Context: an optimization exercise on an open-source flow, tuned for small area, a short achievable clock period and few clock cycles. The choices shown serve that exercise and are no tape-out recipe. For this run, only the layout was checked, not whether the RTL still works.

--- flow/config.mk ---
export PLATFORM = sky130hd
export DESIGN_NAME = conv_engine_array
export DESIGN_NICKNAME = conv_engine_array
export VERILOG_FILES = /design/flow/design.v
export SDC_FILE = /design/flow/constraint.sdc
export NUM_CORES = 4
export LEC_CHECK = 0
export CAP_MARGIN = 20
export CORE_MARGIN = 2
export CORE_UTILIZATION = 45
export PLACE_DENSITY = 0.6
export SLEW_MARGIN = 20
--- flow/constraint.sdc ---
create_clock -name core_clock -period 13.5 [get_ports {clk}]
set_input_delay 2.7000 -clock core_clock [delete_from_list [all_inputs] [get_ports {clk}]]
set_output_delay 2.7000 -clock core_clock [all_outputs]
set_load 0.01 [all_outputs]
--- flow/design.v ---
`default_nettype none
module mac_array_32x32 (
    input  wire [31:0]        w,
    input  wire [31:0]        a,
    output wire signed [17:0] y
);
    assign y = $signed(w[7:0])   * $signed(a[7:0])   +
               $signed(w[15:8])  * $signed(a[15:8])  +
               $signed(w[23:16]) * $signed(a[23:16]) +
               $signed(w[31:24]) * $signed(a[31:24]);
endmodule
`default_nettype wire
`default_nettype none
module post_process_array (
    input  wire signed [31:0] r,
    input  wire        [15:0] scale,
    output wire signed [7:0]  q
);
    wire big_pos = ~r[31] & (|r[30:23]);
    wire big_neg =  r[31] & ~(&r[30:23]);
    wire snz     = |scale;
    wire signed [39:0] p = $signed(r[23:0]) * $signed({1'b0, scale});
    wire signed [23:0] m = p[39:16];
    wire hi = ~m[23] & (|m[22:7]);
    wire lo =  m[23] & ~(&m[22:7]);
    wire big     = big_pos | big_neg;
    assign q = (snz & big_pos) | (~big & hi) ? 8'sd127  :
               (snz & big_neg) | (~big & lo) ? -8'sd128 :
               big ? 8'sd0 : m[7:0];
endmodule
`default_nettype wire
`default_nettype none
module conv_engine_array #(
    parameter int ROWS    = 4,
    parameter int COLS    = 4,
    parameter int SCALE_Q = 16
) (
    input  logic        clk,
    input  logic        rst_n,
    input  logic        start,
    input  logic [10:0] c_in,
    input  logic [10:0] c_out,
    input  logic [3:0]  kernel_size,
    output logic [12:0] patch_rd_addr,
    input  logic [COLS*8-1:0] patch_rd_data_wide,
    output logic [21:0] weight_rd_addr,
    input  logic [COLS*8-1:0] weight_rd_data_wide,
    output logic [8:0]  bias_rd_ch,
    input  logic signed [31:0] bias_rd_data,
    input  logic [15:0] scale,
    input  logic        skip_relu,
    output logic        out_valid,
    output logic [8:0]  out_ch_base,
    output logic [5:0]  out_count,
    output wire  [ROWS*8-1:0] out_data_flat,
    output wire  [ROWS*32-1:0] out_int32_flat,
    output logic        done
);
    logic [8:0]  cin_q;
    logic        k3_q;
    logic [8:0]  coutm1_q;       
    logic [15:0] scale_q;
    logic        skip_q;
    logic [10:0] lastq_q;        
    logic [1:0]  rlast_q;        
    wire  [13:0] nm1 = (k3_q ? ({cin_q, 3'b000} + {5'd0, cin_q}) : {5'd0, cin_q}) - 14'd1;
    always_ff @(posedge clk) begin
        cin_q    <= c_in[8:0];
        k3_q     <= (kernel_size == 4'd3);
        coutm1_q <= c_out[8:0] - 9'd1;
        scale_q  <= scale;
        skip_q   <= skip_relu;
        lastq_q  <= nm1[12:2];
        rlast_q  <= nm1[1:0];
    end
    logic        st1, run;
    logic [10:0] pos;            
    logic [8:0]  och;            
    logic [21:0] waddr;
    wire f_last   = (pos == lastq_q);
    wire f_lastch = (och == coutm1_q);
    assign weight_rd_addr = waddr;
    assign patch_rd_addr  = {pos, 2'b00};
    always_ff @(posedge clk or negedge rst_n) begin
        if (!rst_n) begin
            st1 <= 1'b0;
            run <= 1'b0;
        end else begin
            st1 <= start;
            if (st1)
                run <= 1'b1;
            else if (run && f_last && f_lastch)
                run <= 1'b0;
        end
    end
    always_ff @(posedge clk) begin
        if (st1) begin
            pos   <= 11'd0;
            och   <= 9'd0;
            waddr <= 22'd0;
        end else if (run) begin
            if (f_last) begin
                pos   <= 11'd0;
                och   <= och + 9'd1;
                waddr <= waddr + {19'd0, {1'b0, rlast_q} + 3'd1};
            end else begin
                pos   <= pos + 11'd1;
                waddr <= waddr + 22'd4;
            end
        end
    end
    logic        d_v, d_first, d_last, d_end;
    logic [31:0] d_w, d_a;
    always_ff @(posedge clk or negedge rst_n) begin
        if (!rst_n) d_v <= 1'b0;
        else        d_v <= run;
    end
    always_ff @(posedge clk) begin
        d_first <= (pos == 11'd0);
        d_last  <= f_last;
        d_end   <= f_last & f_lastch;
        d_w     <= weight_rd_data_wide;
        for (int j = 0; j < 4; j++)
            d_a[j*8 +: 8] <= (!f_last || j <= rlast_q) ? patch_rd_data_wide[j*8 +: 8] : 8'd0;
    end
    logic        s_v, s_first, s_last, s_end;
    logic signed [17:0] s_sum;
    wire  signed [17:0] dot;
    mac_array_32x32 u_dot (.w(d_w), .a(d_a), .y(dot));
    always_ff @(posedge clk or negedge rst_n) begin
        if (!rst_n) s_v <= 1'b0;
        else        s_v <= d_v;
    end
    always_ff @(posedge clk) begin
        s_first <= d_first;
        s_last  <= d_last;
        s_end   <= d_end;
        s_sum   <= dot;
    end
    logic        a_v, a_end;
    logic [8:0]  ach;            
    logic [1:0]  a_lane;
    logic signed [31:0] acc;
    assign bias_rd_ch = ach;
    always_ff @(posedge clk or negedge rst_n) begin
        if (!rst_n) a_v <= 1'b0;
        else        a_v <= s_v & s_last;
    end
    always_ff @(posedge clk) begin
        if (st1)
            ach <= 9'd0;
        else if (s_v && s_last)
            ach <= ach + 9'd1;
        a_end  <= s_end;
        a_lane <= ach[1:0];
        if (s_v)
            acc <= (s_first ? bias_rd_data : acc) + {{14{s_sum[17]}}, s_sum};
    end
    logic        r_v, r_end;
    logic [1:0]  r_lane;
    logic signed [31:0] r;
    always_ff @(posedge clk or negedge rst_n) begin
        if (!rst_n) r_v <= 1'b0;
        else        r_v <= a_v;
    end
    always_ff @(posedge clk) begin
        r_end  <= a_end;
        r_lane <= a_lane;
        r      <= (skip_q || !acc[31]) ? acc : ((acc >>> 3) - (acc >>> 5));
    end
    wire signed [7:0] q;
    post_process_array u_q (.r(r), .scale(scale_q), .q(q));
    logic [7:0]  o8  [0:ROWS-1];
    logic [31:0] o32 [0:ROWS-1];
    logic [6:0]  tile;
    always_ff @(posedge clk or negedge rst_n) begin
        if (!rst_n) begin
            out_valid <= 1'b0;
            done      <= 1'b0;
        end else begin
            out_valid <= r_v & (r_end | (r_lane == 2'd3));
            done      <= r_v & r_end;
        end
    end
    always_ff @(posedge clk) begin
        if (start)
            tile <= 7'd0;
        else if (out_valid)
            tile <= tile + 7'd1;
        out_count <= r_end ? {3'd0, {1'b0, coutm1_q[1:0]} + 3'd1} : 6'd4;
        if (r_v)
            for (int l = 0; l < ROWS; l++)
                if (r_lane == l[1:0]) begin
                    o8[l]  <= q;
                    o32[l] <= r;
                end
    end
    assign out_ch_base = {tile, 2'b00};
    genvar gl;
    generate
        for (gl = 0; gl < ROWS; gl++) begin : g_out
            assign out_data_flat[gl*8 +: 8]   = o8[gl];
            assign out_int32_flat[gl*32 +: 32] = o32[gl];
        end
    endgenerate
endmodule
`default_nettype wire
--- flow/run.sh ---
#!/bin/bash
# synth_recipe.tcl (not shown) runs the flow's synth.tcl, then flattens the netlist and writes it again
# the make line also repeats each setting of config.mk as NAME=value (left out here)
make -C /OpenROAD-flow-scripts/flow DESIGN_CONFIG=/design/flow/config.mk WORK_HOME=/design/flow/orfs CLKGATE_MAP_FILE= SYNTH_SCRIPT=/design/flow/synth_recipe.tcl finish
==> summary.txt <==
-- Yosys cell counts, types with 20 or more instances --
library cell  instances  area, sq um
a21o_1               46          345
a21oi_1             115          576
and2_1              321         2010
and3_1               25          156
clkbuf_1             81          304
dfxtp_1             236         4720
edfxtp_1            192         5770
fa_1                627        12600
ha_1                305         3820
inv_1               850         3190
nand2_1             447         1680
nand2b_1             51          319
nand3_1              38          190
nand4_1              31          194
nor2_1              137          514
nor2b_1              34          213
nor3_1               32          160
o21a_1               20          150
o21ai_0             130          651
o21bai_1             26          195
or3_1                27          169
xnor2_1             142         1240
xor2_1               87          762
-- cell families after synthesis --
logic type | after synthesis
XOR/XNOR | 229
other | 1
AO/OA/AOI/OAI | 438
AND/OR/NAND/NOR | 1192
adder cells (fa/ha/maj) | 932
multiplexers | 15
buffers and inverters | 943
flip-flops | 436
-- registers in the layout, summed over array words and instances, names as in the netlist, 3 cells and up --
| register | cells |
|---|---|
| ach | 9 |
| o8 | 32 |
| r | 32 |
| cin_q | 9 |
| lastq_q | 11 |
| d_a | 32 |
| out_count | 3 |
| s_sum | 18 |
| coutm1_q | 9 |
| tile | 7 |
| scale_q | 16 |
| och | 9 |
| o32 | 128 |
| waddr | 22 |
| acc | 32 |
| d_w | 32 |
| pos | 11 |
-- worst max-delay path by stage --
stage | startpoint | cells past startpoint | slack (ns) | end
6_report | r[4] | 23 | 5.12 | o8[3][4]
5_1_grt | r[4] | 23 | 4.87 | o8[3][4]
4_1_cts | r[4] | 23 | 5.15 | o8[3][0]
3_5_place_dp | r[4] | 23 | 5.17 | o8[3][5]
3_3_place_gp | r[4] | 23 | 5.18 | o8[1][0]
2_1_floorplan | r[23] | 21 | 6.49 | o8[0][0]
-- metrics by stage --
| stage | hold WS [ns] | area (sq um) |
|---|---|---|
| 2_1_floorplan | 0.310 | 41600 |
| 5_1_grt | 0.334 | 48300 |
| 3_5_place_dp | 0.312 | 46500 |
| 4_1_cts | 0.326 | 48300 |
| 6_report | 0.325 | 48300 |
| 3_3_place_gp | 0.311 | 46500 |
-- area by class of cell --
cell class	count	area [sq um]
fillers	8351	43300
multi-input cells	2813	27300
flip-flops and latches	436	10700
repair buffers	391	3810
inverters	850	3190
well taps	1186	1480
clock buffers	68	1460
clock inverters	23	295
diodes	3	7.51
-- layer usage --
layer  track usage (%)  up-vias  share of wire [%]
li1                  -    13800                  -
met1              28.1    14300                 43
met2              36.5      633                 48
met3              4.38      162                5.8
met4              6.49       12                3.1
met5                 0        -              0.064
-- critical path, cell delays in order, from the launching register on --
cell and delay (ns):
dfxtp_1 1.00, nand2_1 0.17, fa_1 0.54, inv_1 0.06
fa_1 0.39, inv_1 0.09, fa_1 0.39, inv_1 0.08
fa_1 0.44, fa_1 0.56, inv_1 0.07, fa_1 0.54
inv_1 0.05, ha_1 0.31, o21ai_0 0.78, nor2_1 0.17
o211ai_2 0.27, a21oi_1 0.17, o311ai_1 0.52, nand2_1 0.12
or4_4 0.45, nor4_4 0.32, a41oi_4 0.21, o211ai_1 0.46
==> impl_metrics.json <==
{
  "cts_buffers": 49,
  "synth-edff-count": 192,
  "mostFrequentLayoutCell": "inv_1",
  "reg2regPathDepth": 23,
  "hold_class": "flop to flop",
  "crit_path_end_kind": "flop",
  "async_reset_ff_share_pct": 1.83,
  "mostFrequentLayoutCells": "inv_1, fa_1, nand2_1, clkdlybuf4s50_1, and2_1",
  "synth_area_sq_um": 41600,
  "synth_top_flop_cell": "dfxtp_1",
  "cts.sinks": 436,
  "startpoint_type": "flop",
  "final_layout_size_suffix_gt1_share_pct": 3.36,
  "fin_skew_ns": 0.0492,
  "min_to": "r_lane[1]",
  "grt_pass1_wl_um": 162000,
  "cts_setup_buffers": 0,
  "max_freq_ghz": 0.119,
  "period_needed_ns": 8.38,
  "final_util_pct": 52.7,
  "synthDistinctLibCells": 79,
  "rows": 111,
  "die-area_sq_um": 94800,
  "cts_tree": "yes",
  "final-setup-viol-count": 0,
  "wl_per_cell_um": 17.2,
  "ys_seq_area_share_pct": 25.7,
  "synthAdderAreaFrac_pct": 39.4,
  "worstMarginPinSlew_ns": 1.14,
  "clkTransAtPathRegs_ns": 0.06,
  "clock_latency_ns": 0.66,
  "ant_nets": 0,
  "via_count": 28800,
  "status": "no timing/DRC/antenna violations",
  "postCtsResizedCells": 0,
  "slew_headroom_pct": 23.6,
  "drtIter0Drc": 1479,
  "wl_um": 99500,
  "antenna_found_initial": 9,
  "r2r-start": "r[4]",
  "syn_inst": 4186,
  "ys_warn_count": 3,
  "cts_root_buf": "clkbuf_16",
  "place_ws_ns": 5.17,
  "timing.setup.tns_ns": 0,
  "hp-start": "a_lane[1]",
  "clockBufferDepth": 3,
  "firstDrtPassIters": 5,
  "critical_path.max_fanout": 20,
  "synth_compound_area_share_pct": 6.69,
  "synth-seq-cells": 436,
  "instances_no_fill": 5770,
  "cp.required_ns": 13.90,
  "dp.cells": 5676,
  "rsz0062_at_grt": "false",
  "reg2reg_to": "o8[3][4]",
  "holdBufCountCts": 0,
  "synthSimpleGateAreaFrac_pct": 14.4,
  "layout_setup_ws_ns": 5.12,
  "port_buffers": 351,
  "coreArea_sq_um": 91500,
  "grt_overflow_total": 0,
  "die_h_um": 308,
  "synth_top_family_by_area": "adder cells",
  "nets": 5615,
  "dp_hpwl_um": 76700,
  "area_growth_pct": 16.2,
  "track_usage_pct": 21.6,
  "dieWidth_um": 308,
  "muxShareOfSynthArea_pct": 0.373,
  "drv_cap": 0,
  "h-tree-depth": 2,
  "hold_viol_final": 0,
  "finalCritPeriodShare_pct": 62.1,
  "rrSetupSlack_ns": 5.12,
  "start_util_pct": 45.4,
  "synthXorXnorAreaFrac_pct": 4.83,
  "avgSynthCellArea_sq_um": 9.93,
  "holdPathStages": 0,
  "arrival_ns": 8.78,
  "ios": 363,
  "drc_errors": 0,
  "drv_slew": 0,
  "critical_path_class": "flop to flop",
  "grt_pass1_vias": 30400,
  "vias_per_cell": 5.00,
  "grt_max_degree": 66,
  "globalplace.congestion": 0.856
}

-- re-timing with driven ports --
No port has a modelled driver above. Below, the same layout with a new extraction and two added sets of constraints.
Step 1: set_driving_cell puts a clkbuf_16 on clk and a buf_2 on each other input, an assumption about the parent block.
Step 2 moves the port delays by t, midway between the first and last clock arrival at a register: inputs arrive t later, outputs are due t later. That takes back most of the time a late clock gives input paths.
Three values: ideal ports, drivers, drivers and shift; two values: the first two.
t (ns): 0.707
slack for setup (ns): 5.122 / 5.122 / 5.122
hold slack, ns: 0.325 / 0.325 / 0.325
worst register clock-pin slew, ns: 0.07 / 0.07
worst data-port slew with drivers (ns): 0.10
After both steps this run still meets setup and hold. For this run, drivers alone change the setup slack by 0.000 ns; drivers and shift together by 0.000 ns.
